This design comes from an exercise in tuning for small area on the open sky130 flow, not from production work.
Function was checked by simulation only, so behaviour that the tests miss may differ from the original.
Power figures rest on the tool's default switching activity, not on a simulated workload.

`design/flow/design.v`:
```
module FIR_Filter_Optimized(
  input clk,
  input CLK_Filter,
  input rst_n,
  input wire [7:0] RED_ADC_Value,
  input wire [7:0] IR_ADC_Next,
  output wire [19:0] Out_RED_Filtered,
  output wire [19:0] Out_IR_Filtered);
reg [8*46-1:0] sr;    
reg [4:0] h;          
reg [18:0] ir_hold;
reg [18:0] out_red, out_ir;
assign Out_RED_Filtered = {1'b0, out_red};
assign Out_IR_Filtered = {1'b0, out_ir};
wire [7:0] mn0 = ~(sr[31:24] & {8{h >= 5'd2}});
wire [7:0] mn1 = ~(sr[47:40] & {8{h >= 5'd3}});
wire [7:0] mn2 = ~(sr[63:56] & {8{h >= 5'd4}});
wire [7:0] mn3 = ~(sr[79:72] & {8{h >= 5'd5}});
wire [7:0] mn4 = ~(sr[95:88] & {8{h >= 5'd6}});
wire [7:0] mn5 = ~(sr[111:104] & {8{h >= 5'd7}});
wire [7:0] mn6 = ~(sr[127:120] & {8{h >= 5'd8}});
wire [7:0] mn7 = ~(sr[143:136] & {8{h >= 5'd9}});
wire [7:0] mn8 = ~(sr[159:152] & {8{h >= 5'd10}});
wire [7:0] mn9 = ~(sr[175:168] & {8{h >= 5'd11}});
wire [7:0] mn10 = ~(sr[191:184] & {8{h >= 5'd12}});
wire [7:0] mn11 = ~(sr[207:200] & {8{h >= 5'd13}});
wire [7:0] mn12 = ~(sr[223:216] & {8{h >= 5'd14}});
wire [7:0] mn13 = ~(sr[239:232] & {8{h >= 5'd15}});
wire [7:0] mn14 = ~(sr[255:248] & {8{h >= 5'd16}});
wire [7:0] mn15 = ~(sr[271:264] & {8{h >= 5'd17}});
wire [7:0] mn16 = ~(sr[287:280] & {8{h >= 5'd18}});
wire [7:0] mn17 = ~(sr[303:296] & {8{h >= 5'd19}});
wire [7:0] mn18 = ~(sr[319:312] & {8{h >= 5'd20}});
wire [7:0] mn19 = ~(sr[335:328] & {8{h >= 5'd21}});
wire [7:0] mn20 = ~(sr[351:344] & {8{h >= 5'd22}});
wire [7:0] mn21 = ~(sr[367:360] & {8{h >= 5'd23}});
wire hs1, hc2, fs3, fc4, fs5, fc6, fs7, fc8, fs9, fc10, fs11, fc12, fs13, fc14, fs15, fc16, hs17, hc18, fs19, fc20, fs21, fc22, fs23, fc24, fs25, fc26, fs27, fc28, fs29, fc30, fs31, fc32, hs33, hc34, fs35, fc36, fs37, fc38, fs39, fc40, fs41, fc42, fs43, fc44, fs45, fc46, fs47, fc48, hs49, hc50, fs51, fc52, fs53, fc54, fs55, fc56, fs57, fc58, fs59, fc60, fs61, fc62, fs63, fc64, hs65, hc66, fs67, fc68, fs69, fc70, fs71, fc72, fs73, fc74, fs75, fc76, fs77, fc78, fs79, fc80, hs81, hc82, fs83, fc84, fs85, fc86, fs87, fc88, fs89, fc90, fs91, fc92, fs93, fc94, fs95, fc96, hs97, hc98, fs99, fc100, fs101, fc102, fs103, fc104, fs105, fc106, fs107, fc108, fs109, fc110, fs111, fc112, hs113, hc114, fs115, fc116, fs117, fc118, fs119, fc120, fs121, fc122, fs123, fc124, fs125, fc126, fs127, fc128, nv129, nv130, nv131, nv132, nv133, nv134, nv135, nv136, nv137, nv138, nv139, nv140, nv141, nv142, nv143, nv144, nv145, nv146, nv147, nv148, nv149, nv150, nv151, nv152, nv153, nv154, nv155, nv156, nv157, nv158, nv159, nv160, nv161, nv162, nv163, nv164, nv165, nv166, nv167, nv168, nv169, nv170, nv171, nv172, nv173, nv174, nv175, nv176, nv177, nv178, nv179, nv180, nv181, nv182, fs183, fc184, hs185, hc186, fs187, fc188, fs189, fc190, fs191, fc192, fs193, fc194, fs195, fc196, fs197, fc198, fs199, fc200, fs201, fc202, fs203, fc204, fs205, fc206, fs207, fc208, fs209, fc210, fs211, fc212, fs213, fc214, fs215, fc216, fs217, fc218, fs219, fc220, fs221, fc222, fs223, fc224, fs225, fc226, fs227, fc228, fs229, fc230, fs231, fc232, fs233, fc234, fs235, fc236, fs237, fc238, fs239, fc240, fs241, fc242, fs243, fc244, fs245, fc246, fs247, fc248, fs249, fc250, fs251, fc252, fs253, fc254, fs255, fc256, fs257, fc258, fs259, fc260, fs261, fc262, fs263, fc264, fs265, fc266, fs267, fc268, fs269, fc270, fs271, fc272, fs273, fc274, fs275, fc276, fs277, fc278, fs279, fc280, fs281, fc282, fs283, fc284, fs285, fc286, fs287, fc288, fs289, fc290, fs291, fc292, fs293, fc294, fs295, fc296, hs297, hc298, fs299, fc300, fs301, fc302, fs303, fc304, fs305, fc306, fs307, fc308, fs309, fc310, fs311, fc312, fs313, fc314, fs315, fc316, fs317, fc318, fs319, fc320, fs321, fc322, fs323, fc324, fs325, fc326, fs327, fc328, fs329, fc330, fs331, fc332, fs333, fc334, fs335, fc336, fs337, fc338, fs339, fc340, fs341, fc342, fs343, fc344, fs345, fc346, fs347, fc348, fs349, fc350, fs351, fc352, fs353, fc354, fs355, fc356, fs357, fc358, fs359, fc360, fs361, fc362, fs363, fc364, fs365, fc366, fs367, fc368, fs369, fc370, fs371, fc372, fs373, fc374, fs375, fc376, fs377, fc378, fs379, fc380, fs381, fc382, fs383, fc384, fs385, fc386, fs387, fc388, fs389, fc390, fs391, fc392, fs393, fc394, fs395, fc396, fs397, fc398, fs399, fc400, fs401, fc402, fs403, fc404, fs405, fc406, fs407, fc408, fs409, fc410, fs411, fc412, fs413, fc414, fs415, fc416, fs417, fc418, fs419, fc420, fs421, fc422, fs423, fc424, fs425, fc426, fs427, fc428, fs429, fc430, fs431, fc432, fs433, fc434, fs435, fc436, fs437, fc438, fs439, fc440, fs441, fc442, fs443, fc444, fs445, fc446, fs447, fc448, fs449, fc450, fs451, fc452, fs453, fc454, fs455, fc456, fs457, fc458, fs459, fc460, fs461, fc462, fs463, fc464, fs465, fc466, fs467, fc468, fs469, fc470, fs471, fc472, fs473, fc474, fs475, fc476, fs477, fc478, fs479, fc480, fs481, fc482, fs483, fc484, fs485, fc486, hs487, hc488, fs489, fc490, fs491, fc492, fs493, fc494, fs495, fc496, fs497, fc498, fs499, fc500, fs501, fc502, fs503, fc504, fs505, fc506, fs507, fc508, fs509, fc510, fs511, fc512, fs513, fc514, fs515, fc516, fs517, fc518, fs519, fc520, fs521, fc522, fs523, fc524, fs525, fc526, fs527, fc528, fs529, fc530, hs531, hc532, fs533, fc534, fs535, fc536, fs537, fc538, fs539, fc540, fs541, fc542, fs543, fc544, fs545, fc546, fs547, fc548, fs549, fc550, fs551, fc552, fs553, fc554, fs555, fc556, fs557, fc558, fs559, fc560, fs561, fc562, fs563, fc564, fs565, fc566, fs567, fc568, fs569, fc570, fs571, fc572, fs573, fc574, fs575, fc576, fs577, fc578, fs579, fc580, fs581, fc582, fs583, fc584, fs585, fc586, fs587, fc588, fs589, fc590, fs591, fc592, fs593, fc594, fs595, fc596, fs597, fc598, fs599, fc600, hs601, hc602, fs603, fc604, fs605, fc606, fs607, fc608, fs609, fc610, fs611, fc612, fs613, fc614, fs615, fc616, fs617, fc618, fs619, fc620, fs621, fc622, fs623, fc624, fs625, fc626, hs627, hc628, fs629, fc630, fs631, fc632, fs633, fc634, fs635, fc636, fs637, fc638, fs639, fc640, fs641, fc642, fs643, fc644, fs645, fc646, hs647, hc648, fs649, fc650, fs651, fc652, fs653, fc654, fs655, fc656, fs657, fc658, fs659, fc660, fs661, fc662, fs663, fc664, hs665, hc666, fs667, fc668, hs669, hc670, hs671, hc672;
HA uhs1(.a(mn1[0]), .b(mn20[0]), .s(hs1), .co(hc2));
FA ufs3(.a(mn1[1]), .b(mn20[1]), .c(hc2), .s(fs3), .co(fc4));
FA ufs5(.a(mn1[2]), .b(mn20[2]), .c(fc4), .s(fs5), .co(fc6));
FA ufs7(.a(mn1[3]), .b(mn20[3]), .c(fc6), .s(fs7), .co(fc8));
FA ufs9(.a(mn1[4]), .b(mn20[4]), .c(fc8), .s(fs9), .co(fc10));
FA ufs11(.a(mn1[5]), .b(mn20[5]), .c(fc10), .s(fs11), .co(fc12));
FA ufs13(.a(mn1[6]), .b(mn20[6]), .c(fc12), .s(fs13), .co(fc14));
FA ufs15(.a(mn1[7]), .b(mn20[7]), .c(fc14), .s(fs15), .co(fc16));
HA uhs17(.a(mn3[0]), .b(mn18[0]), .s(hs17), .co(hc18));
FA ufs19(.a(mn3[1]), .b(mn18[1]), .c(hc18), .s(fs19), .co(fc20));
FA ufs21(.a(mn3[2]), .b(mn18[2]), .c(fc20), .s(fs21), .co(fc22));
FA ufs23(.a(mn3[3]), .b(mn18[3]), .c(fc22), .s(fs23), .co(fc24));
FA ufs25(.a(mn3[4]), .b(mn18[4]), .c(fc24), .s(fs25), .co(fc26));
FA ufs27(.a(mn3[5]), .b(mn18[5]), .c(fc26), .s(fs27), .co(fc28));
FA ufs29(.a(mn3[6]), .b(mn18[6]), .c(fc28), .s(fs29), .co(fc30));
FA ufs31(.a(mn3[7]), .b(mn18[7]), .c(fc30), .s(fs31), .co(fc32));
HA uhs33(.a(mn4[0]), .b(mn17[0]), .s(hs33), .co(hc34));
FA ufs35(.a(mn4[1]), .b(mn17[1]), .c(hc34), .s(fs35), .co(fc36));
FA ufs37(.a(mn4[2]), .b(mn17[2]), .c(fc36), .s(fs37), .co(fc38));
FA ufs39(.a(mn4[3]), .b(mn17[3]), .c(fc38), .s(fs39), .co(fc40));
FA ufs41(.a(mn4[4]), .b(mn17[4]), .c(fc40), .s(fs41), .co(fc42));
FA ufs43(.a(mn4[5]), .b(mn17[5]), .c(fc42), .s(fs43), .co(fc44));
FA ufs45(.a(mn4[6]), .b(mn17[6]), .c(fc44), .s(fs45), .co(fc46));
FA ufs47(.a(mn4[7]), .b(mn17[7]), .c(fc46), .s(fs47), .co(fc48));
HA uhs49(.a(mn5[0]), .b(mn16[0]), .s(hs49), .co(hc50));
FA ufs51(.a(mn5[1]), .b(mn16[1]), .c(hc50), .s(fs51), .co(fc52));
FA ufs53(.a(mn5[2]), .b(mn16[2]), .c(fc52), .s(fs53), .co(fc54));
FA ufs55(.a(mn5[3]), .b(mn16[3]), .c(fc54), .s(fs55), .co(fc56));
FA ufs57(.a(mn5[4]), .b(mn16[4]), .c(fc56), .s(fs57), .co(fc58));
FA ufs59(.a(mn5[5]), .b(mn16[5]), .c(fc58), .s(fs59), .co(fc60));
FA ufs61(.a(mn5[6]), .b(mn16[6]), .c(fc60), .s(fs61), .co(fc62));
FA ufs63(.a(mn5[7]), .b(mn16[7]), .c(fc62), .s(fs63), .co(fc64));
HA uhs65(.a(mn6[0]), .b(mn15[0]), .s(hs65), .co(hc66));
FA ufs67(.a(mn6[1]), .b(mn15[1]), .c(hc66), .s(fs67), .co(fc68));
FA ufs69(.a(mn6[2]), .b(mn15[2]), .c(fc68), .s(fs69), .co(fc70));
FA ufs71(.a(mn6[3]), .b(mn15[3]), .c(fc70), .s(fs71), .co(fc72));
FA ufs73(.a(mn6[4]), .b(mn15[4]), .c(fc72), .s(fs73), .co(fc74));
FA ufs75(.a(mn6[5]), .b(mn15[5]), .c(fc74), .s(fs75), .co(fc76));
FA ufs77(.a(mn6[6]), .b(mn15[6]), .c(fc76), .s(fs77), .co(fc78));
FA ufs79(.a(mn6[7]), .b(mn15[7]), .c(fc78), .s(fs79), .co(fc80));
HA uhs81(.a(mn7[0]), .b(mn14[0]), .s(hs81), .co(hc82));
FA ufs83(.a(mn7[1]), .b(mn14[1]), .c(hc82), .s(fs83), .co(fc84));
FA ufs85(.a(mn7[2]), .b(mn14[2]), .c(fc84), .s(fs85), .co(fc86));
FA ufs87(.a(mn7[3]), .b(mn14[3]), .c(fc86), .s(fs87), .co(fc88));
FA ufs89(.a(mn7[4]), .b(mn14[4]), .c(fc88), .s(fs89), .co(fc90));
FA ufs91(.a(mn7[5]), .b(mn14[5]), .c(fc90), .s(fs91), .co(fc92));
FA ufs93(.a(mn7[6]), .b(mn14[6]), .c(fc92), .s(fs93), .co(fc94));
FA ufs95(.a(mn7[7]), .b(mn14[7]), .c(fc94), .s(fs95), .co(fc96));
HA uhs97(.a(mn8[0]), .b(mn13[0]), .s(hs97), .co(hc98));
FA ufs99(.a(mn8[1]), .b(mn13[1]), .c(hc98), .s(fs99), .co(fc100));
FA ufs101(.a(mn8[2]), .b(mn13[2]), .c(fc100), .s(fs101), .co(fc102));
FA ufs103(.a(mn8[3]), .b(mn13[3]), .c(fc102), .s(fs103), .co(fc104));
FA ufs105(.a(mn8[4]), .b(mn13[4]), .c(fc104), .s(fs105), .co(fc106));
FA ufs107(.a(mn8[5]), .b(mn13[5]), .c(fc106), .s(fs107), .co(fc108));
FA ufs109(.a(mn8[6]), .b(mn13[6]), .c(fc108), .s(fs109), .co(fc110));
FA ufs111(.a(mn8[7]), .b(mn13[7]), .c(fc110), .s(fs111), .co(fc112));
HA uhs113(.a(mn9[0]), .b(mn12[0]), .s(hs113), .co(hc114));
FA ufs115(.a(mn9[1]), .b(mn12[1]), .c(hc114), .s(fs115), .co(fc116));
FA ufs117(.a(mn9[2]), .b(mn12[2]), .c(fc116), .s(fs117), .co(fc118));
FA ufs119(.a(mn9[3]), .b(mn12[3]), .c(fc118), .s(fs119), .co(fc120));
FA ufs121(.a(mn9[4]), .b(mn12[4]), .c(fc120), .s(fs121), .co(fc122));
FA ufs123(.a(mn9[5]), .b(mn12[5]), .c(fc122), .s(fs123), .co(fc124));
FA ufs125(.a(mn9[6]), .b(mn12[6]), .c(fc124), .s(fs125), .co(fc126));
FA ufs127(.a(mn9[7]), .b(mn12[7]), .c(fc126), .s(fs127), .co(fc128));
assign nv129 = ~hs17;
assign nv130 = ~fs19;
assign nv131 = ~fs21;
assign nv132 = ~fs23;
assign nv133 = ~fs25;
assign nv134 = ~fs27;
assign nv135 = ~fs29;
assign nv136 = ~fs31;
assign nv137 = ~fc32;
assign nv138 = ~hs49;
assign nv139 = ~fs51;
assign nv140 = ~fs53;
assign nv141 = ~fs55;
assign nv142 = ~fs57;
assign nv143 = ~fs59;
assign nv144 = ~fs61;
assign nv145 = ~fs63;
assign nv146 = ~fc64;
assign nv147 = ~hs65;
assign nv148 = ~fs67;
assign nv149 = ~fs69;
assign nv150 = ~fs71;
assign nv151 = ~fs73;
assign nv152 = ~fs75;
assign nv153 = ~fs77;
assign nv154 = ~fs79;
assign nv155 = ~fc80;
assign nv156 = ~hs81;
assign nv157 = ~fs83;
assign nv158 = ~fs85;
assign nv159 = ~fs87;
assign nv160 = ~fs89;
assign nv161 = ~fs91;
assign nv162 = ~fs93;
assign nv163 = ~fs95;
assign nv164 = ~fc96;
assign nv165 = ~hs97;
assign nv166 = ~fs99;
assign nv167 = ~fs101;
assign nv168 = ~fs103;
assign nv169 = ~fs105;
assign nv170 = ~fs107;
assign nv171 = ~fs109;
assign nv172 = ~fs111;
assign nv173 = ~fc112;
assign nv174 = ~hs113;
assign nv175 = ~fs115;
assign nv176 = ~fs117;
assign nv177 = ~fs119;
assign nv178 = ~fs121;
assign nv179 = ~fs123;
assign nv180 = ~fs125;
assign nv181 = ~fs127;
assign nv182 = ~fc128;
FA ufs183(.a(1'b1), .b(hs33), .c(nv156), .s(fs183), .co(fc184));
HA uhs185(.a(nv165), .b(fs183), .s(hs185), .co(hc186));
FA ufs187(.a(mn0[0]), .b(mn21[0]), .c(hs1), .s(fs187), .co(fc188));
FA ufs189(.a(hs33), .b(hs113), .c(nv147), .s(fs189), .co(fc190));
FA ufs191(.a(fs35), .b(fc184), .c(fs187), .s(fs191), .co(fc192));
FA ufs193(.a(nv157), .b(nv166), .c(fs189), .s(fs193), .co(fc194));
FA ufs195(.a(hc186), .b(fs191), .c(fs193), .s(fs195), .co(fc196));
FA ufs197(.a(1'b1), .b(mn0[1]), .c(mn21[1]), .s(fs197), .co(fc198));
FA ufs199(.a(nv129), .b(nv138), .c(fs197), .s(fs199), .co(fc200));
FA ufs201(.a(fs3), .b(fs35), .c(fs115), .s(fs201), .co(fc202));
FA ufs203(.a(fc188), .b(fc190), .c(nv148), .s(fs203), .co(fc204));
FA ufs205(.a(fs199), .b(fs37), .c(fc192), .s(fs205), .co(fc206));
FA ufs207(.a(nv158), .b(nv167), .c(fs201), .s(fs207), .co(fc208));
FA ufs209(.a(fc194), .b(fs203), .c(fs205), .s(fs209), .co(fc210));
FA ufs211(.a(fs207), .b(fc196), .c(fs209), .s(fs211), .co(fc212));
FA ufs213(.a(1'b1), .b(mn0[2]), .c(mn21[2]), .s(fs213), .co(fc214));
FA ufs215(.a(hs1), .b(hs33), .c(nv174), .s(fs215), .co(fc216));
FA ufs217(.a(fc198), .b(fs213), .c(nv130), .s(fs217), .co(fc218));
FA ufs219(.a(nv139), .b(fs215), .c(fc200), .s(fs219), .co(fc220));
FA ufs221(.a(fs5), .b(fs37), .c(fs117), .s(fs221), .co(fc222));
FA ufs223(.a(fc202), .b(nv149), .c(fc204), .s(fs223), .co(fc224));
FA ufs225(.a(fs217), .b(fs219), .c(fs39), .s(fs225), .co(fc226));
FA ufs227(.a(fc206), .b(fs221), .c(nv159), .s(fs227), .co(fc228));
FA ufs229(.a(nv168), .b(fc208), .c(fs223), .s(fs229), .co(fc230));
FA ufs231(.a(fs225), .b(fc210), .c(fs227), .s(fs231), .co(fc232));
FA ufs233(.a(fs229), .b(fc212), .c(fs231), .s(fs233), .co(fc234));
FA ufs235(.a(mn0[3]), .b(mn21[3]), .c(mn2[0]), .s(fs235), .co(fc236));
FA ufs237(.a(mn19[0]), .b(hs65), .c(nv165), .s(fs237), .co(fc238));
FA ufs239(.a(fc214), .b(fs235), .c(fs3), .s(fs239), .co(fc240));
FA ufs241(.a(fs35), .b(fc216), .c(nv175), .s(fs241), .co(fc242));
FA ufs243(.a(fs237), .b(nv131), .c(nv140), .s(fs243), .co(fc244));
FA ufs245(.a(fs239), .b(fc218), .c(fs241), .s(fs245), .co(fc246));
FA ufs247(.a(fc220), .b(fc222), .c(fs7), .s(fs247), .co(fc248));
FA ufs249(.a(fs39), .b(fs119), .c(nv150), .s(fs249), .co(fc250));
FA ufs251(.a(fc224), .b(fs243), .c(fs245), .s(fs251), .co(fc252));
FA ufs253(.a(fs41), .b(fc226), .c(nv160), .s(fs253), .co(fc254));
FA ufs255(.a(nv169), .b(fc228), .c(fs247), .s(fs255), .co(fc256));
FA ufs257(.a(fc230), .b(fs249), .c(fs251), .s(fs257), .co(fc258));
FA ufs259(.a(fc232), .b(fs253), .c(fs255), .s(fs259), .co(fc260));
FA ufs261(.a(fs257), .b(fc234), .c(fs259), .s(fs261), .co(fc262));
FA ufs263(.a(1'b1), .b(mn0[4]), .c(mn21[4]), .s(fs263), .co(fc264));
FA ufs265(.a(mn2[1]), .b(mn19[1]), .c(hs17), .s(fs265), .co(fc266));
FA ufs267(.a(hs33), .b(nv156), .c(fc236), .s(fs267), .co(fc268));
FA ufs269(.a(fs263), .b(fs67), .c(fc238), .s(fs269), .co(fc270));
FA ufs271(.a(fs265), .b(nv166), .c(fs267), .s(fs271), .co(fc272));
FA ufs273(.a(fs5), .b(fs37), .c(fc240), .s(fs273), .co(fc274));
FA ufs275(.a(nv176), .b(fc242), .c(fs269), .s(fs275), .co(fc276));
FA ufs277(.a(fs271), .b(fs273), .c(nv132), .s(fs277), .co(fc278));
FA ufs279(.a(nv141), .b(fc244), .c(fc246), .s(fs279), .co(fc280));
FA ufs281(.a(fs275), .b(fs9), .c(fs41), .s(fs281), .co(fc282));
FA ufs283(.a(fs121), .b(fc248), .c(nv151), .s(fs283), .co(fc284));
FA ufs285(.a(fc250), .b(fs277), .c(fc252), .s(fs285), .co(fc286));
FA ufs287(.a(fs279), .b(fs43), .c(nv161), .s(fs287), .co(fc288));
FA ufs289(.a(nv170), .b(fc254), .c(fc256), .s(fs289), .co(fc290));
FA ufs291(.a(fs281), .b(fs283), .c(fc258), .s(fs291), .co(fc292));
FA ufs293(.a(fs285), .b(fc260), .c(fs287), .s(fs293), .co(fc294));
FA ufs295(.a(fs289), .b(fs291), .c(fc262), .s(fs295), .co(fc296));
HA uhs297(.a(fs293), .b(fs295), .s(hs297), .co(hc298));
FA ufs299(.a(mn0[5]), .b(mn21[5]), .c(mn2[2]), .s(fs299), .co(fc300));
FA ufs301(.a(mn19[2]), .b(hs49), .c(hs65), .s(fs301), .co(fc302));
FA ufs303(.a(fc264), .b(fs299), .c(fs19), .s(fs303), .co(fc304));
FA ufs305(.a(fs35), .b(fc266), .c(fs301), .s(fs305), .co(fc306));
FA ufs307(.a(nv157), .b(fc268), .c(fs69), .s(fs307), .co(fc308));
FA ufs309(.a(fc270), .b(nv167), .c(fs303), .s(fs309), .co(fc310));
FA ufs311(.a(fs305), .b(fc272), .c(fc274), .s(fs311), .co(fc312));
FA ufs313(.a(fs7), .b(fs39), .c(fs307), .s(fs313), .co(fc314));
FA ufs315(.a(nv177), .b(fc276), .c(fs309), .s(fs315), .co(fc316));
FA ufs317(.a(nv133), .b(nv142), .c(fc278), .s(fs317), .co(fc318));
FA ufs319(.a(fs311), .b(fc280), .c(fs313), .s(fs319), .co(fc320));
FA ufs321(.a(fs315), .b(fs11), .c(fs43), .s(fs321), .co(fc322));
FA ufs323(.a(fs123), .b(fc282), .c(nv152), .s(fs323), .co(fc324));
FA ufs325(.a(fc284), .b(fs317), .c(fc286), .s(fs325), .co(fc326));
FA ufs327(.a(fs319), .b(fs45), .c(nv162), .s(fs327), .co(fc328));
FA ufs329(.a(nv171), .b(fc288), .c(fc290), .s(fs329), .co(fc330));
FA ufs331(.a(fs321), .b(fs323), .c(fc292), .s(fs331), .co(fc332));
FA ufs333(.a(fs325), .b(fc294), .c(fs327), .s(fs333), .co(fc334));
FA ufs335(.a(fs329), .b(fs331), .c(fs333), .s(fs335), .co(fc336));
FA ufs337(.a(fc296), .b(hc298), .c(fs335), .s(fs337), .co(fc338));
FA ufs339(.a(1'b1), .b(mn0[6]), .c(mn21[6]), .s(fs339), .co(fc340));
FA ufs341(.a(mn2[3]), .b(mn19[3]), .c(mn10[0]), .s(fs341), .co(fc342));
FA ufs343(.a(mn11[0]), .b(hs81), .c(hs97), .s(fs343), .co(fc344));
FA ufs345(.a(hs113), .b(fc300), .c(fs339), .s(fs345), .co(fc346));
FA ufs347(.a(fs341), .b(fs51), .c(fs67), .s(fs347), .co(fc348));
FA ufs349(.a(fc302), .b(fs343), .c(fs345), .s(fs349), .co(fc350));
FA ufs351(.a(fs21), .b(fs37), .c(fc304), .s(fs351), .co(fc352));
FA ufs353(.a(fc306), .b(nv158), .c(fs347), .s(fs353), .co(fc354));
FA ufs355(.a(fs349), .b(fc308), .c(fs71), .s(fs355), .co(fc356));
FA ufs357(.a(fs351), .b(nv168), .c(fc310), .s(fs357), .co(fc358));
FA ufs359(.a(fs353), .b(fc312), .c(fs9), .s(fs359), .co(fc360));
FA ufs361(.a(fs41), .b(nv178), .c(fc314), .s(fs361), .co(fc362));
FA ufs363(.a(fs355), .b(fc316), .c(fs357), .s(fs363), .co(fc364));
FA ufs365(.a(nv134), .b(nv143), .c(fc318), .s(fs365), .co(fc366));
FA ufs367(.a(fs359), .b(fc320), .c(fs361), .s(fs367), .co(fc368));
FA ufs369(.a(fs363), .b(fs13), .c(fs45), .s(fs369), .co(fc370));
FA ufs371(.a(fs125), .b(fc322), .c(nv153), .s(fs371), .co(fc372));
FA ufs373(.a(fc324), .b(fs365), .c(fc326), .s(fs373), .co(fc374));
FA ufs375(.a(fs367), .b(fs47), .c(nv163), .s(fs375), .co(fc376));
FA ufs377(.a(nv172), .b(fc328), .c(fc330), .s(fs377), .co(fc378));
FA ufs379(.a(fs369), .b(fs371), .c(fc332), .s(fs379), .co(fc380));
FA ufs381(.a(fs373), .b(fc334), .c(fs375), .s(fs381), .co(fc382));
FA ufs383(.a(fs377), .b(fs379), .c(fc336), .s(fs383), .co(fc384));
FA ufs385(.a(fs381), .b(fc338), .c(fs383), .s(fs385), .co(fc386));
FA ufs387(.a(1'b1), .b(mn0[7]), .c(mn21[7]), .s(fs387), .co(fc388));
FA ufs389(.a(mn2[4]), .b(mn19[4]), .c(mn10[1]), .s(fs389), .co(fc390));
FA ufs391(.a(mn11[1]), .b(fc340), .c(fc342), .s(fs391), .co(fc392));
FA ufs393(.a(fs387), .b(fs389), .c(fs83), .s(fs393), .co(fc394));
FA ufs395(.a(fs99), .b(fs115), .c(fc344), .s(fs395), .co(fc396));
FA ufs397(.a(fc346), .b(fs391), .c(fs53), .s(fs397), .co(fc398));
FA ufs399(.a(fs69), .b(fc348), .c(fs393), .s(fs399), .co(fc400));
FA ufs401(.a(fs395), .b(fc350), .c(fc352), .s(fs401), .co(fc402));
FA ufs403(.a(fs23), .b(fs39), .c(fs397), .s(fs403), .co(fc404));
FA ufs405(.a(nv159), .b(fc354), .c(fs399), .s(fs405), .co(fc406));
FA ufs407(.a(fs73), .b(fc356), .c(nv169), .s(fs407), .co(fc408));
FA ufs409(.a(fc358), .b(fs401), .c(fs403), .s(fs409), .co(fc410));
FA ufs411(.a(fs405), .b(fs11), .c(fs43), .s(fs411), .co(fc412));
FA ufs413(.a(fc360), .b(nv179), .c(fc362), .s(fs413), .co(fc414));
FA ufs415(.a(fc364), .b(fs407), .c(fs409), .s(fs415), .co(fc416));
FA ufs417(.a(nv135), .b(nv144), .c(fc366), .s(fs417), .co(fc418));
FA ufs419(.a(fs411), .b(fc368), .c(fs413), .s(fs419), .co(fc420));
FA ufs421(.a(fs415), .b(fc48), .c(nv164), .s(fs421), .co(fc422));
FA ufs423(.a(nv173), .b(fs15), .c(fs47), .s(fs423), .co(fc424));
FA ufs425(.a(fs127), .b(fc370), .c(nv154), .s(fs425), .co(fc426));
FA ufs427(.a(fc372), .b(fs417), .c(fc374), .s(fs427), .co(fc428));
FA ufs429(.a(fs419), .b(fc376), .c(fc378), .s(fs429), .co(fc430));
FA ufs431(.a(fs421), .b(fs423), .c(fs425), .s(fs431), .co(fc432));
FA ufs433(.a(fs427), .b(fc380), .c(fs429), .s(fs433), .co(fc434));
FA ufs435(.a(fc382), .b(fs431), .c(fs433), .s(fs435), .co(fc436));
FA ufs437(.a(fc384), .b(fs435), .c(fc386), .s(fs437), .co(fc438));
FA ufs439(.a(1'b1), .b(mn2[5]), .c(mn19[5]), .s(fs439), .co(fc440));
FA ufs441(.a(mn10[2]), .b(mn11[2]), .c(fc388), .s(fs441), .co(fc442));
FA ufs443(.a(fc390), .b(fs439), .c(fc392), .s(fs443), .co(fc444));
FA ufs445(.a(fs441), .b(fs85), .c(fs101), .s(fs445), .co(fc446));
FA ufs447(.a(fs117), .b(fc394), .c(fc396), .s(fs447), .co(fc448));
FA ufs449(.a(fs443), .b(fc398), .c(fs55), .s(fs449), .co(fc450));
FA ufs451(.a(fs71), .b(fs445), .c(fs447), .s(fs451), .co(fc452));
FA ufs453(.a(fc400), .b(fc402), .c(fs25), .s(fs453), .co(fc454));
FA ufs455(.a(fs41), .b(nv160), .c(fc404), .s(fs455), .co(fc456));
FA ufs457(.a(fs449), .b(fc406), .c(fs451), .s(fs457), .co(fc458));
FA ufs459(.a(fs75), .b(nv170), .c(fc408), .s(fs459), .co(fc460));
FA ufs461(.a(fs453), .b(fc410), .c(fs455), .s(fs461), .co(fc462));
FA ufs463(.a(fs457), .b(fs13), .c(fs45), .s(fs463), .co(fc464));
FA ufs465(.a(fc412), .b(nv180), .c(fc414), .s(fs465), .co(fc466));
FA ufs467(.a(fs459), .b(fc416), .c(fs461), .s(fs467), .co(fc468));
FA ufs469(.a(fc16), .b(fc48), .c(fc128), .s(fs469), .co(fc470));
FA ufs471(.a(nv155), .b(nv136), .c(nv145), .s(fs471), .co(fc472));
FA ufs473(.a(fc418), .b(fs463), .c(fc420), .s(fs473), .co(fc474));
FA ufs475(.a(fs465), .b(fs467), .c(fc422), .s(fs475), .co(fc476));
FA ufs477(.a(fc424), .b(fs469), .c(fc426), .s(fs477), .co(fc478));
FA ufs479(.a(fs471), .b(fc428), .c(fs473), .s(fs479), .co(fc480));
FA ufs481(.a(fc430), .b(fs475), .c(fs477), .s(fs481), .co(fc482));
FA ufs483(.a(fc432), .b(fs479), .c(fc434), .s(fs483), .co(fc484));
FA ufs485(.a(fs481), .b(fc436), .c(fs483), .s(fs485), .co(fc486));
HA uhs487(.a(fc438), .b(fs485), .s(hs487), .co(hc488));
FA ufs489(.a(mn2[6]), .b(mn19[6]), .c(mn10[3]), .s(fs489), .co(fc490));
FA ufs491(.a(mn11[3]), .b(fc440), .c(fs489), .s(fs491), .co(fc492));
FA ufs493(.a(fc442), .b(fs491), .c(fc444), .s(fs493), .co(fc494));
FA ufs495(.a(fc446), .b(fc448), .c(fs87), .s(fs495), .co(fc496));
FA ufs497(.a(fs103), .b(fs119), .c(fs493), .s(fs497), .co(fc498));
FA ufs499(.a(fs57), .b(fs73), .c(fc450), .s(fs499), .co(fc500));
FA ufs501(.a(fc452), .b(fs495), .c(fs497), .s(fs501), .co(fc502));
FA ufs503(.a(fs27), .b(fs43), .c(fc454), .s(fs503), .co(fc504));
FA ufs505(.a(nv161), .b(fc456), .c(fs499), .s(fs505), .co(fc506));
FA ufs507(.a(fc458), .b(fs501), .c(fs77), .s(fs507), .co(fc508));
FA ufs509(.a(nv171), .b(fc460), .c(fs503), .s(fs509), .co(fc510));
FA ufs511(.a(fc462), .b(fs505), .c(nv137), .s(fs511), .co(fc512));
FA ufs513(.a(nv146), .b(fs15), .c(fs47), .s(fs513), .co(fc514));
FA ufs515(.a(fc464), .b(nv181), .c(fc466), .s(fs515), .co(fc516));
FA ufs517(.a(fs507), .b(fs509), .c(fc468), .s(fs517), .co(fc518));
FA ufs519(.a(fc470), .b(fc472), .c(fs511), .s(fs519), .co(fc520));
FA ufs521(.a(fs513), .b(fc474), .c(fs515), .s(fs521), .co(fc522));
FA ufs523(.a(fs517), .b(fc476), .c(fc478), .s(fs523), .co(fc524));
FA ufs525(.a(fs519), .b(fc480), .c(fs521), .s(fs525), .co(fc526));
FA ufs527(.a(fc482), .b(fs523), .c(fs525), .s(fs527), .co(fc528));
FA ufs529(.a(fc484), .b(fs527), .c(fc486), .s(fs529), .co(fc530));
HA uhs531(.a(hc488), .b(fs529), .s(hs531), .co(hc532));
FA ufs533(.a(mn2[7]), .b(mn19[7]), .c(mn10[4]), .s(fs533), .co(fc534));
FA ufs535(.a(mn11[4]), .b(fc490), .c(fs533), .s(fs535), .co(fc536));
FA ufs537(.a(fc492), .b(fs535), .c(fc494), .s(fs537), .co(fc538));
FA ufs539(.a(fs89), .b(fs105), .c(fs121), .s(fs539), .co(fc540));
FA ufs541(.a(fc496), .b(fc498), .c(fs537), .s(fs541), .co(fc542));
FA ufs543(.a(fs59), .b(fs75), .c(fc500), .s(fs543), .co(fc544));
FA ufs545(.a(fs539), .b(fc502), .c(fs541), .s(fs545), .co(fc546));
FA ufs547(.a(fs29), .b(fs45), .c(fc504), .s(fs547), .co(fc548));
FA ufs549(.a(nv162), .b(fc506), .c(fs543), .s(fs549), .co(fc550));
FA ufs551(.a(fs545), .b(fc16), .c(fc48), .s(fs551), .co(fc552));
FA ufs553(.a(nv182), .b(fs79), .c(fc508), .s(fs553), .co(fc554));
FA ufs555(.a(nv172), .b(fc510), .c(fs547), .s(fs555), .co(fc556));
FA ufs557(.a(fs549), .b(fc512), .c(fc514), .s(fs557), .co(fc558));
FA ufs559(.a(fs551), .b(fc516), .c(fs553), .s(fs559), .co(fc560));
FA ufs561(.a(fs555), .b(fc518), .c(fc520), .s(fs561), .co(fc562));
FA ufs563(.a(fs557), .b(fc522), .c(fs559), .s(fs563), .co(fc564));
FA ufs565(.a(fc524), .b(fs561), .c(fc526), .s(fs565), .co(fc566));
FA ufs567(.a(fs563), .b(fc528), .c(fs565), .s(fs567), .co(fc568));
FA ufs569(.a(fs567), .b(fc530), .c(hc532), .s(fs569), .co(fc570));
FA ufs571(.a(1'b1), .b(mn10[5]), .c(mn11[5]), .s(fs571), .co(fc572));
FA ufs573(.a(fc534), .b(fs571), .c(fc536), .s(fs573), .co(fc574));
FA ufs575(.a(fs573), .b(fc538), .c(fs91), .s(fs575), .co(fc576));
FA ufs577(.a(fs107), .b(fs123), .c(fc540), .s(fs577), .co(fc578));
FA ufs579(.a(fc542), .b(fs61), .c(fs77), .s(fs579), .co(fc580));
FA ufs581(.a(fc544), .b(fs575), .c(fs577), .s(fs581), .co(fc582));
FA ufs583(.a(fc546), .b(fc80), .c(nv173), .s(fs583), .co(fc584));
FA ufs585(.a(fs31), .b(fs47), .c(fc548), .s(fs585), .co(fc586));
FA ufs587(.a(nv163), .b(fc550), .c(fs579), .s(fs587), .co(fc588));
FA ufs589(.a(fs581), .b(fc552), .c(fc554), .s(fs589), .co(fc590));
FA ufs591(.a(fs583), .b(fc556), .c(fs585), .s(fs591), .co(fc592));
FA ufs593(.a(fs587), .b(fc558), .c(fs589), .s(fs593), .co(fc594));
FA ufs595(.a(fc560), .b(fs591), .c(fc562), .s(fs595), .co(fc596));
FA ufs597(.a(fs593), .b(fc564), .c(fs595), .s(fs597), .co(fc598));
FA ufs599(.a(fc566), .b(fs597), .c(fc568), .s(fs599), .co(fc600));
HA uhs601(.a(fc570), .b(fs599), .s(hs601), .co(hc602));
FA ufs603(.a(mn10[6]), .b(mn11[6]), .c(fc572), .s(fs603), .co(fc604));
FA ufs605(.a(fs603), .b(fc574), .c(fs93), .s(fs605), .co(fc606));
FA ufs607(.a(fs109), .b(fs125), .c(fc576), .s(fs607), .co(fc608));
FA ufs609(.a(fc578), .b(fc32), .c(fc48), .s(fs609), .co(fc610));
FA ufs611(.a(nv164), .b(fs63), .c(fs79), .s(fs611), .co(fc612));
FA ufs613(.a(fc580), .b(fc582), .c(fs605), .s(fs613), .co(fc614));
FA ufs615(.a(fs607), .b(fc584), .c(fc586), .s(fs615), .co(fc616));
FA ufs617(.a(fs609), .b(fc588), .c(fs611), .s(fs617), .co(fc618));
FA ufs619(.a(fs613), .b(fc590), .c(fs615), .s(fs619), .co(fc620));
FA ufs621(.a(fc592), .b(fs617), .c(fc594), .s(fs621), .co(fc622));
FA ufs623(.a(fs619), .b(fc596), .c(fs621), .s(fs623), .co(fc624));
FA ufs625(.a(fc598), .b(fs623), .c(fc600), .s(fs625), .co(fc626));
HA uhs627(.a(hc602), .b(fs625), .s(hs627), .co(hc628));
FA ufs629(.a(mn10[7]), .b(mn11[7]), .c(fc604), .s(fs629), .co(fc630));
FA ufs631(.a(fs629), .b(fc64), .c(fc80), .s(fs631), .co(fc632));
FA ufs633(.a(fs95), .b(fs111), .c(fs127), .s(fs633), .co(fc634));
FA ufs635(.a(fc606), .b(fc608), .c(fc610), .s(fs635), .co(fc636));
FA ufs637(.a(fc612), .b(fs631), .c(fc614), .s(fs637), .co(fc638));
FA ufs639(.a(fs633), .b(fc616), .c(fs635), .s(fs639), .co(fc640));
FA ufs641(.a(fc618), .b(fs637), .c(fc620), .s(fs641), .co(fc642));
FA ufs643(.a(fs639), .b(fc622), .c(fs641), .s(fs643), .co(fc644));
FA ufs645(.a(fc624), .b(fs643), .c(fc626), .s(fs645), .co(fc646));
HA uhs647(.a(hc628), .b(fs645), .s(hs647), .co(hc648));
FA ufs649(.a(fc630), .b(fc96), .c(fc112), .s(fs649), .co(fc650));
FA ufs651(.a(fc128), .b(fc632), .c(fc634), .s(fs651), .co(fc652));
FA ufs653(.a(fs649), .b(fc636), .c(fs651), .s(fs653), .co(fc654));
FA ufs655(.a(fc638), .b(fc640), .c(fs653), .s(fs655), .co(fc656));
FA ufs657(.a(fc642), .b(fs655), .c(fc644), .s(fs657), .co(fc658));
FA ufs659(.a(fs657), .b(fc646), .c(hc648), .s(fs659), .co(fc660));
FA ufs661(.a(fc650), .b(fc652), .c(fc654), .s(fs661), .co(fc662));
FA ufs663(.a(fc656), .b(fs661), .c(fc658), .s(fs663), .co(fc664));
HA uhs665(.a(fc660), .b(fs663), .s(hs665), .co(hc666));
FA ufs667(.a(1'b1), .b(fc662), .c(fc664), .s(fs667), .co(fc668));
HA uhs669(.a(hc666), .b(fs667), .s(hs669), .co(hc670));
HA uhs671(.a(fc668), .b(hc670), .s(hs671), .co(hc672));
wire [18:0] sum_n = {hs671, hs669, hs665, fs659, hs647, hs627, hs601, fs569, hs531, hs487, fs437, fs385, fs337, hs297, fs261, fs233, fs211, fs195, hs185};
always @(posedge clk) begin
  sr <= {sr[8*45-1:0], CLK_Filter ? RED_ADC_Value : IR_ADC_Next};
  ir_hold <= ~sum_n;
  if (rst_n) begin
    h <= 5'd0;
    out_red <= 19'd0;
    out_ir <= 19'd0;
  end else if (CLK_Filter) begin
    if (h != 5'd23) h <= h + 5'd1;
    out_red <= ~sum_n;
    out_ir <= ir_hold;
  end
end
endmodule
module FA(input a, input b, input c, output s, output co);
assign s = a ^ b ^ c;
assign co = (a & b) | (c & (a ^ b));
endmodule
module HA(input a, input b, output s, output co);
assign s = a ^ b;
assign co = a & b;
endmodule
module Controller_StateMachine(ADC, clk, Find_Setting, rst_n, LED_Drive, DC_Comp, LED_IR, LED_RED, PGA_Gain,
                               RED_ADC_Value, IR_ADC_Next, CLK_Filter);
	input  wire [7:0] ADC;
	input  wire clk;
	input  wire rst_n;           
	input  wire Find_Setting;
	output wire [3:0] LED_Drive;
	output reg  [6:0] DC_Comp;
	output wire LED_IR;
	output wire LED_RED;
	output reg  [3:0] PGA_Gain;
	output reg  [7:0] RED_ADC_Value;  
	output wire [7:0] IR_ADC_Next;    
	output reg  CLK_Filter;
	localparam [3:0] S_IDLE  = 4'd0,   
	                 S_RST4  = 4'd1,   
	                 S_ROP   = 4'd2,
	                 S_RGAIN = 4'd3,
	                 S_IOP   = 4'd4,
	                 S_IGAIN = 4'd5,
	                 S_AR    = 4'd6,
	                 S_AI    = 4'd7,
	                 S_ALT   = 4'd8;
	reg [3:0]  st;
	reg [1:0]  prev;         
	reg [15:0] gw;           
	reg [4:0]  cnt;
	reg [7:0]  vmin, vmax;
	reg [6:0]  oth_op;
	reg [3:0]  oth_g;
	reg        led_ir;
	reg [7:0]  IR_ADC_Value;
	assign LED_Drive = 4'd10;
	assign LED_IR  = led_ir;
	assign LED_RED = ~led_ir;
	wire in_reset = (st == S_IDLE) | (st == S_RST4);
	wire win_done = cnt[4] & cnt[2];
	wire aw_ok    = cnt[3] & cnt[1];
	wire in_alt   = (st == S_ALT) | (st == S_AR) | (st == S_AI);
	wire in_rng = (ADC < 8'd240) & (ADC > 8'd5);
	wire clip   = (ADC > 8'd240) | (ADC < 8'd5);
	wire gw_ok  = (|gw[15:10]) | (gw[9] & ((|gw[8:6]) | (gw[5] & (|gw[4:0]))));
	wire [8:0] cmin, cmax;
	assign cmin[0] = 1'b1;    
	assign cmax[0] = 1'b0;    
	genvar gi;
	generate for (gi = 0; gi < 8; gi = gi + 1) begin : cmp
		assign cmin[gi+1] = (ADC[gi] & ~vmin[gi]) | (cmin[gi] & (ADC[gi] | ~vmin[gi]));
		assign cmax[gi+1] = (ADC[gi] & ~vmax[gi]) | (cmax[gi] & (ADC[gi] | ~vmax[gi]));
	end endgenerate
	wire lt_min = ~cmin[8];
	wire gt_max = cmax[8];
	wire [7:0] dcy;           
	wire [7:2] q;             
	assign dcy[1] = vmax[0] | ~vmin[0];
	assign dcy[2] = (vmax[1] & ~vmin[1]) | (dcy[1] & (vmax[1] | ~vmin[1]));
	generate for (gi = 2; gi < 7; gi = gi + 1) begin : sub
		FA u(.a(vmax[gi]), .b(~vmin[gi]), .c(dcy[gi]), .s(q[gi]), .co(dcy[gi+1]));
	end endgenerate
	assign q[7] = vmax[7] ^ ~vmin[7] ^ dcy[7];
	wire [7:0] mid;
	wire [7:0] mcy;
	HA m0(.a(vmin[0]), .b(q[2]), .s(mid[0]), .co(mcy[1]));
	generate for (gi = 1; gi < 6; gi = gi + 1) begin : add
		FA u(.a(vmin[gi]), .b(q[gi+2]), .c(mcy[gi]), .s(mid[gi]), .co(mcy[gi+1]));
	end endgenerate
	HA m6(.a(vmin[6]), .b(mcy[6]), .s(mid[6]), .co(mcy[7]));
	assign mid[7] = vmin[7] ^ mcy[7];
	wire accept = (mid >= 8'd117) & (mid <= 8'd137);
	wire [15:0] gw_inc;
	wire [15:0] gcy;
	assign gw_inc[0] = ~gw[0];
	assign gcy[1] = gw[0];
	generate for (gi = 1; gi < 15; gi = gi + 1) begin : ginc
		HA u(.a(gw[gi]), .b(gcy[gi]), .s(gw_inc[gi]), .co(gcy[gi+1]));
	end endgenerate
	assign gw_inc[15] = gw[15] ^ gcy[15];
	assign IR_ADC_Next = rst_n ? 8'd0 :
	                     Find_Setting ? IR_ADC_Value :
	                     in_reset ? 8'd0 :
	                     ((st == S_ALT) & (prev == 2'd2)) ? ADC : IR_ADC_Value;
	always @(posedge clk) begin
		IR_ADC_Value <= IR_ADC_Next;
		if (rst_n) CLK_Filter <= 1'b0;
		else CLK_Filter <= ~CLK_Filter;
	end
	always @(posedge clk) begin
		if (rst_n) begin
			st <= S_IDLE;
			prev <= 2'd0;
			led_ir <= 1'b0;
			DC_Comp <= 7'd0;
			PGA_Gain <= 4'd0;
			gw <= 16'd545;
			cnt <= 5'd0;
			vmin <= 8'd255;
			vmax <= 8'd0;
			RED_ADC_Value <= 8'd0;
		end else if (Find_Setting) begin
			st <= S_ROP;
			if (in_alt) cnt <= 5'd1;
		end else begin
			case (st)
			S_IDLE, S_RST4: begin
				led_ir <= 1'b0;
				DC_Comp <= 7'd0;
				PGA_Gain <= 4'd0;
				gw <= 16'd545;
				cnt <= 5'd0;
				vmin <= 8'd255;
				vmax <= 8'd0;
				RED_ADC_Value <= 8'd0;
				st <= (st == S_RST4) ? S_IOP : S_IDLE;
			end
			S_ROP, S_IOP: begin
				if (st == S_IOP) led_ir <= 1'b1;
				if (!win_done) begin
					if (lt_min) vmin <= ADC;
					if (gt_max) vmax <= ADC;
					cnt <= cnt + 5'd1;
				end else begin
					vmin <= 8'd255;
					vmax <= 8'd0;
					cnt <= 5'd1;
					if (accept) begin
						if (st == S_ROP) begin oth_op <= DC_Comp; st <= S_RGAIN; end
						else st <= S_IGAIN;
					end else
						DC_Comp <= DC_Comp + 7'd10;
				end
			end
			S_RGAIN, S_IGAIN: begin
				if (in_rng & gw_ok) PGA_Gain <= PGA_Gain + 4'd1;
				if ((in_rng & gw_ok) | clip) gw <= 16'd1;
				else gw <= gw_inc;
				if (clip) begin
					if (st == S_RGAIN) begin oth_g <= PGA_Gain; st <= S_RST4; end
					else begin st <= S_ALT; cnt <= 5'd10; end
				end
			end
			S_ALT: begin
				if (aw_ok) begin
					cnt <= 5'd1;
					st <= (prev == 2'd1) ? S_AI : S_AR;
				end else
					cnt <= cnt + 5'd1;
				if (prev == 2'd1) RED_ADC_Value <= ADC;
			end
			S_AR, S_AI: begin
				if (led_ir != (st == S_AI)) begin
					DC_Comp <= oth_op;
					oth_op <= DC_Comp;
					PGA_Gain <= oth_g;
					oth_g <= PGA_Gain;
				end
				led_ir <= (st == S_AI);
				st <= S_ALT;
				prev <= (st == S_AI) ? 2'd2 : 2'd1;
			end
			default: ;
			endcase
		end
	end
endmodule
module Top_Module_Controller_and_FIR(ADC,clk,Find_Setting, rst_n, LED_Drive,DC_Comp,LED_IR,LED_RED,PGA_Gain,Out_IR_Filtered,Out_RED_Filtered);
	output wire [3:0] LED_Drive;
	output wire [6:0] DC_Comp;
	output wire LED_IR;
	output wire LED_RED;
	output wire [3:0] PGA_Gain;
	input wire [7:0] ADC;
	input wire clk;
	input wire rst_n;
	input wire Find_Setting;
	output wire [19:0] Out_IR_Filtered;
	output wire [19:0] Out_RED_Filtered;
	wire [7:0] RED_ADC_Value;
	wire [7:0] IR_ADC_Next;
	wire CLK_Filter;
	Controller_StateMachine Controller(
	.ADC(ADC), .clk(clk), .Find_Setting(Find_Setting), .rst_n(rst_n),
	.LED_Drive(LED_Drive), .DC_Comp(DC_Comp), .LED_IR(LED_IR), .LED_RED(LED_RED), .PGA_Gain(PGA_Gain),
	.RED_ADC_Value(RED_ADC_Value), .IR_ADC_Next(IR_ADC_Next), .CLK_Filter(CLK_Filter));
	FIR_Filter_Optimized Filters(
	.clk(clk), .CLK_Filter(CLK_Filter), .rst_n(rst_n),
	.RED_ADC_Value(RED_ADC_Value), .IR_ADC_Next(IR_ADC_Next),
	.Out_RED_Filtered(Out_RED_Filtered), .Out_IR_Filtered(Out_IR_Filtered));
endmodule
```
`design/flow/flow/run.sh`:
```
#!/bin/bash
# Layout flow: the standard ORFS flow (standard.sh: the standard synthesis,
# floorplan, power grid, tap cells, placement, CTS, routing), with two settings
# passed to it through the environment:
#  - every port still gets its own buffer, but the smallest one (buf_1);
#  - the clock tree uses clkbuf_8 sink clusters and no dummy loads.
# The whole make output goes to flow_make.log in this folder; ORFS also writes
# each step's log under orfs/logs/.
set -euo pipefail
export BUFFER_PORTS_ARGS="-buffer_cell sky130_fd_sc_hd__buf_1"
export CTS_ARGS="-sink_clustering_enable -repair_clock_nets -dont_use_dummy_load -buf_list sky130_fd_sc_hd__clkbuf_8 -sink_clustering_size 18 -sink_clustering_max_diameter 60"
bash standard.sh finish > flow_make.log 2>&1
```
`design/flow/standard.sh`:
```
#!/bin/bash
# synth_recipe.tcl (not shown) runs the flow's synth.tcl, then flattens the netlist and writes it again
# the make line also repeats each setting of config.mk as NAME=value (left out here)
make -C /OpenROAD-flow-scripts/flow DESIGN_CONFIG=/design/flow/config.mk WORK_HOME=/design/flow/orfs CLKGATE_MAP_FILE= SYNTH_SCRIPT=/design/flow/synth_recipe.tcl "${@:-finish}"
```
`design/flow/config.mk`:
```
export PLATFORM = sky130hd
export DESIGN_NAME = Top_Module_Controller_and_FIR
export DESIGN_NICKNAME = Top_Module_Controller_and_FIR
export VERILOG_FILES = /design/flow/design.v
export SDC_FILE = /design/flow/constraint.sdc
export NUM_CORES = 4
export LEC_CHECK = 0
export CAP_MARGIN = 20
export CORE_MARGIN = 2
export CORE_UTILIZATION = 50
export SLEW_MARGIN = 20
export SYNTH_HIERARCHICAL = 1
```
`design/flow/constraint.sdc`:
```
create_clock -name core_clock -period 10.0 [get_ports {clk}]
set_input_delay 2.0000 -clock core_clock [delete_from_list [all_inputs] [get_ports {clk}]]
set_output_delay 2.0000 -clock core_clock [all_outputs]
set_load 0.01 [all_outputs]
```
==> out/results.ini, run 1 <==
[status]
status=no timing/DRC/antenna violations

[final_layout]
design_area_um2=22750
mostFrequentLayoutCell=dfxtp_1
num-nets-final=2095
final_cell_mix=497 x dfxtp_1, 291 x fa_1, 212 x nand2_1
stdcell_count=2279
area_growth_pct=7.243
drive_gt1_share_pct=7.529
antenna_cells=0
post-route-util_pct=54.23

[die]
core_area_um2=41950
die_w_um=210.0
initial_core_util_pct=50.57
dieHeight_um=210.0
die_area_um2=44090
io_pins=68
core.rowCount=75

[synth]
synth_flop_cell=dfxtp_1
ys_ff_latch=513
yosysSeqAreaShare_pct=48.93
syn_inst=1652
synth_edf_count=11
netlist_area_um2=21210
yosysUniqueCellTypes=81
syn_avg_cell_area_um2=12.84
ys_warn_count=8
synthArstFlopShare_pct=0

[clock_network]
h-tree-depth=2
cts_sinks=513
max-clock-path-buffers=3
insertion_delay_ps=620
clk_pin_slew_ps=100
cts-buffers-inserted=41
cts_tree=done
holdBufCountCts=0
cts-root-buf=clkbuf_8

[worst_setup_path]
path_max_fanout=17
arrival_ps=10170
crit_slowest_cell=fa_1
critPathTopFamily=adder cells
critPathMaxStageDelay_ps=580
cpMostUsedCell=fa_1
critPathRequiredTime_ps=10500
critPathLaunchType=flip-flop
path_class=flip-flop to flip-flop
crit_buf_inv=2
end_kind=flip-flop

[route]
vias=11900
drt-pass1-iter-count=5
wl_per_cell_um=20.04
drt_iter0_markers=731
remaining_drc_errors=0
wirelength_mm=45.67
drtAntennaViolNets=0
via_per_inst=5.222

[place]
dp_hpwl_mm=36.81
io_buffers=61
dpl-instance-area_um2=22090
gp_congestion=0.9078
dp.cells=2236

[grt]
grt_pass1_vias=12340
grt_usage_pct=21.43
antenna_found_initial=0
grt_max_degree=74
grt_pass1_wl_mm=70.94
overflow=0

[power]
ir_drop_v=0.0001123
power_density_nw_per_um2=151.4
p_leak_nw=8.376

[sta]
hold_viol_final=0
maxSlewViolCount=0
max_freq_ghz=0.1034
relSlewSlack_pct=34.04
final.setup_skew_ps=62.93
post-route-min-period_ps=9674
final-setup-viol-count=0
fin_crit_sh_pct=96.74
worst_pin_slew_ps=989.3

[min_path]
min_path_type=flip-flop to flip-flop

[job]
cap_violations=0

## area by class of cell
| class | instances | area (um2) |
|---|---|---|
| multi-input combinational | 992 | 10270 |
| inverter | 101 | 382.9 |
| clock buffer | 41 | 564.3 |
| tap | 539 | 674.4 |
| fill | 3553 | 19200 |
| sequential | 513 | 10390 |
| timing repair buffer | 93 | 473.0 |
## flip-flops by register name, indices dropped and copies added, names as in the netlist, 5 cells and up
register,count
Controller.DC_Comp,7
Controller.IR_ADC_Value,8
Controller.RED_ADC_Value,8
Controller.cnt,5
Controller.gw,16
Controller.oth_op,7
Controller.vmax,8
Controller.vmin,8
Filters.h,5
Filters.ir_hold,19
Filters.out_ir,19
Filters.out_red,19
Filters.sr,368
## Yosys stat by module, one instance, submodules excluded, excerpt
module | copies in the design | cells | cell area, um2
FIR_Filter_Optimized | 1 | 850 | 10600
Controller_StateMachine | 1 | 467 | 4163
FA | 301 | 1 | 20.02
HA | 34 | 1 | 12.51
## per-layer routing
layer | track usage [%] | wire, um | up-vias
li1 | - | - | 5497
met1 | 30.17 | 21050 | 6079
met2 | 35.17 | 21840 | 266
met3 | 3.144 | 1800 | 60
met4 | 5.674 | 972 | 0
met5 | 0 | 0 | -
## where the power goes
part | internal, W | switching (W)
clock | 0.000368 | 0.000611
sequential | 0.00210 | 0.0000386
combinational | 0.000133 | 0.000190
## synth_stat cells (9+ instances only)
cell	n	area share, %
a211oi_1	34	1.2
edfxtp_1	11	1.6
o21ai_0	16	0.38
ha_1	41	2.4
fa_1	301	28
buf_2	12	0.28
o21ai_1	9	0.21
nand2b_1	11	0.32
mux2i_1	28	1.3
a21oi_1	46	1.1
nor2b_1	9	0.27
nor2_1	94	1.7
nand3_1	22	0.52
a22o_1	19	0.78
inv_1	100	1.8
nand2_1	212	3.8
clkbuf_1	28	0.50
dfxtp_1	502	47
## logic make-up (layout without fill, tap and decap cells)
kind of cell    after synthesis  in the layout  share of synthesized area, %
flops                       513            513                         48.93
simple gates                390            390                         7.992
fa+ha+maj                   346            346                         31.03
compound gates              197            197                         6.659
buf+inv                     158            235                         3.244
mux                          36             36                         1.746
xor+xnor                      8              8                        0.3303
other cells                   4             15                       0.07076
## worst register-to-register path, stage by stage, from the launching register on
cell and delay, ps:
dfxtp_1 340, buf_4 210, or2_1 260, or4_4 550
buf_4 170, nand2_1 160, fa_1 490, fa_1 460
fa_1 580, fa_1 470, fa_1 490, fa_1 450
fa_1 460, fa_1 420, fa_1 480, fa_1 410
fa_1 430, fa_1 390, fa_1 390, fa_1 440
ha_1 200, fa_1 360, ha_1 210, ha_1 200
ha_1 300, a211oi_1 230
## stage by stage
step | setup slack (ps) | power (W) | hold slack, ps | TNS [ps]
3_3_place_gp | 340.4 | 0.002503 | 309.7 | 0
5_1_grt | -13.64 | 0.003606 | 276.9 | -13.64
6_report | 325.6 | 0.003445 | 275.9 | 0
4_1_cts | 49.64 | 0.003483 | 279.7 | 0
3_5_place_dp | 107.1 | 0.002514 | 312.1 | 0
2_1_floorplan | 521.5 | 0.002414 | 309.6 | 0
## what timing repair did
item	CTS	global route
buffers inserted	0	2
endpoints found under the setup margin	0	3
gates resized for setup	0	25
## final timing paths
check / depth (start not counted) / endpoint / startpoint / slack (ps)
setup / recovery: 25 / Filters.out_red[18]$_SDFFE_PP0P_ / Filters.h[4]$_SDFFE_PP0P_ / 330
hold / removal: 0 / Filters.sr[346]$_DFF_P_ / Filters.sr[338]$_DFF_P_ / 280
setup reg to reg: 25 / Filters.out_red[18]$_SDFFE_PP0P_ / Filters.h[4]$_SDFFE_PP0P_ / 330
hold reg to reg: 0 / Filters.sr[346]$_DFF_P_ / Filters.sr[338]$_DFF_P_ / 280
==> run 2: changes to the inputs <==
--- a/design/flow/config.mk
+++ b/design/flow/config.mk
@@ -8,5 +8,5 @@
 export CAP_MARGIN = 20
 export CORE_MARGIN = 2
-export CORE_UTILIZATION = 50
+export CORE_UTILIZATION = 75
 export SLEW_MARGIN = 20
 export SYNTH_HIERARCHICAL = 1
==> out/results.ini, run 2 <==
[worst_setup_path]
critPathLaunchType=flip-flop
critPathRequiredTime_ps=10450
end_kind=flip-flop
crit_buf_inv=2
critPathTopFamily=adder cells
crit_slowest_cell=fa_2
reg2reg_to=Filters.out_red[18]$_SDFFE_PP0P_
arrival_ps=10170
path_max_fanout=9
reg2regPathDepth=30
critPathMaxStageDelay_ps=590
rr_startpoint=Filters.h[0]$_SDFFE_PP0P_
r2r_slack_ps=280
path_class=flip-flop to flip-flop
cpMostUsedCell=fa_1

[route]
remaining_drc_errors=0
vias=12070
wirelength_mm=43.18
via_per_inst=5.690
drt_iter0_markers=818
drt-pass1-iter-count=5
wl_per_cell_um=20.35
drtAntennaViolNets=0

[final_layout]
drive_gt1_share_pct=7.913
final_cell_mix=496 x dfxtp_1, 289 x fa_1, 212 x nand2_1
mostFrequentLayoutCell=dfxtp_1
largest_reg_flops=368
num-nets-final=2099
largest_register=Filters.sr
area_growth_pct=6.353
antenna_cells=0
post-route-util_pct=81.21

[sta]
relSlewSlack_pct=33.31
final.setup_skew_ps=72.69
worst_hold_slack_ps=295.3
max_freq_ghz=0.1029
worst_pin_slew_ps=1000
fin_crit_sh_pct=97.19
maxSlewViolCount=0
post-route-min-period_ps=9719
final-setup-viol-count=0
setup_ws_ps=280.7
hold_viol_final=0
fin_tns_setup_ps=0

[grt]
grt_max_degree=87
antenna_found_initial=0
overflow=0
grt_pass1_vias=12270
grt_usage_pct=30.48
grt_pass1_wl_mm=66.79

[synth]
synth_edf_count=11
synth_xor_area_share_pct=0.3303
synth_compound_area_share_pct=6.659
ys_ff_latch=513
synth_mux_area_share_pct=1.746
netlist.area_leader.share_pct=47.38
synth_area_leaders=dfxtp_1 47%, fa_1 28%, nand2_1 3.8%, ha_1 2.4%, inv_1 1.8%
yosysSeqAreaShare_pct=48.93
yosysUniqueCellTypes=81
synthArstFlopShare_pct=0
synth_top_cells_by_count=502 x dfxtp_1, 301 x fa_1, 212 x nand2_1
netlist_area_um2=21210
synth_most_common_cell=dfxtp_1
syn_inst=1652
ys_warn_count=8
yosys.area.top_type=dfxtp_1
synth_top_family_by_area=adder cells
synth_flop_cell=dfxtp_1
yosys.area_share.adder_pct=31.03
syn_avg_cell_area_um2=12.84
synth-simple-area-share_pct=7.992

[power]
clkPwrFrac_pct=27.4
p_leak_nw=8.388
switchingPower_w=0.0008225
p_sw_share_pct=24.22
p_int_w=0.002574
ir_drop_v=0.0001145
power_density_nw_per_um2=150.5
seqPwrFrac_pct=63.1
total_power_w=0.003396
combPwrFrac_pct=9.6

[min_path]
worstHoldStart=Filters.sr[324]$_DFF_P_
worstHoldPathCells=0
min_path_type=flip-flop to flip-flop
worstHoldEndpoint=Filters.sr[332]$_DFF_P_

[die]
die_w_um=172.2
core.rowCount=61
die_area_um2=29640
io_pins=68
initial_core_util_pct=76.36
core_area_um2=27780
dieHeight_um=172.2

[clock_network]
cts-buffers-inserted=37
cts-root-buf=clkbuf_8
h-tree-depth=2
cts_tree=done
max-clock-path-buffers=3
cts_sinks=513
clk_pin_slew_ps=100
insertion_delay_ps=570

[place]
io_buffers=61
dp_hpwl_mm=34.46
place_ws_ps=172.9
gp_congestion=0.9036

[job]
cap_violations=0

[status]
status=no timing/DRC/antenna violations

==> run 2: cell counts after synthesis <==
Identical to the previous run, type by type.
==> run 2: what timing repair did <==
action	CTS	global route
setup buffers	0	8
hold buffers	0	0
setup endpoints to repair	0	3
resized for setup	0	32
==> run 2: cell families (layout without fill, tap and decap cells) <==
group / count (synthesis) / count (layout)
DFF: 513 / 513
and+or+nand+nor: 390 / 390
adders and majority gates: 346 / 346
AOI/OAI and AO/OA: 197 / 197
buffers and inverters: 158 / 239
muxes: 36 / 36
xor gates and xnor gates: 8 / 8
other: 4 / 15
==> run 2: Yosys stat by module, one instance, submodules excluded, excerpt <==
module | cell area (um2) | flip-flops and latches
FIR_Filter_Optimized | 10600 | 430
Controller_StateMachine | 4163 | 83
FA | 20.02 | 0
HA | 12.51 | 0
==> run 2: worst max path at each step <==
stage / from / end / depth (start not counted)
floorplan: Filters.h[0]$_SDFFE_PP0P_ / Filters.out_red[18]$_SDFFE_PP0P_ / 29
global placement: Filters.h[0]$_SDFFE_PP0P_ / Filters.out_red[18]$_SDFFE_PP0P_ / 28
detailed placement: Filters.h[1]$_SDFFE_PP0P_ / Filters.out_red[18]$_SDFFE_PP0P_ / 31
CTS: Filters.h[1]$_SDFFE_PP0P_ / Filters.out_red[18]$_SDFFE_PP0P_ / 31
global route: Filters.h[1]$_SDFFE_PP0P_ / Filters.out_red[18]$_SDFFE_PP0P_ / 31
finish: Filters.h[0]$_SDFFE_PP0P_ / Filters.out_red[18]$_SDFFE_PP0P_ / 30
==> run 2: layer usage <==
layer	vias to the layer above	wire length, um	GRT usage (%)
met5	-	0	0
met4	0	1451	10.12
met3	95	2017	3.502
met2	358	21900	52.52
met1	6112	17810	41.00
li1	5509	-	-
==> run 2: stage by stage <==
step	area [um2]	cells
3_3_place_gp	21890	2076
2_1_floorplan	21250	1663
3_5_place_dp	21890	2076
5_1_grt	22560	2122
4_1_cts	22400	2113
6_report	22560	2122
==> run 2: worst register-to-register path, delay by kind of cell, from the launching register on <==
family          cells  cell delay, ps
fa+ha+maj          24            8270
compound gates      2             470
flops               1             380
buf+inv             2             260
simple gates        2             230
==> run 2: area by class of cell <==
class	instances	area, um2
sequential	513	10390
multi-input combinational	992	10270
fill	1567	5221
timing repair buffer	100	529.3
clock buffer	37	509.2
tap	378	473.0
inverter	101	382.9
timing repair inverter	1	5.005
==> run 2: power groups by stage <==
| stage | registers (W) | logic [W] | clock network, W |
|---|---|---|---|
| 2_1_floorplan | 0.00218 | 0.000230 | 0 |
| 3_3_place_gp | 0.00219 | 0.000307 | 0 |
| 3_5_place_dp | 0.00219 | 0.000318 | 0 |
| 4_1_cts | 0.00214 | 0.000321 | 0.000941 |
| 5_1_grt | 0.00215 | 0.000369 | 0.00101 |
| 6_report | 0.00214 | 0.000325 | 0.000929 |

==> re-timing with driven ports <==
The flow's constraints put no driver on any port. The routed layouts listed below were extracted and timed again, unchanged, in two steps.
Step 1, drivers: a clkbuf_16 drives clk and a buf_2 each remaining input, both assumed.
Step 2, shift: input delay + t, output delay - t, t = (earliest + latest rising clock arrival at the registers) / 2. This alone moves slack from input paths to output paths.
Slacks: no drivers / after step 1 / after step 2; pairs: no drivers / after step 1.
| run | shift t [ns] | setup slack, ns | clock arrival spread, ns | slew at the worst register clock pin (ns) |
|---|---|---|---|---|
| run 1 | 0.641 | 0.326 / 0.326 / 0.326 | 0.071 / 0.071 | 0.11 / 0.11 |
| run 2 | 0.589 | 0.281 / 0.281 / 0.281 | 0.074 / 0.075 | 0.11 / 0.11 |
After both steps every run listed still meets setup and hold.
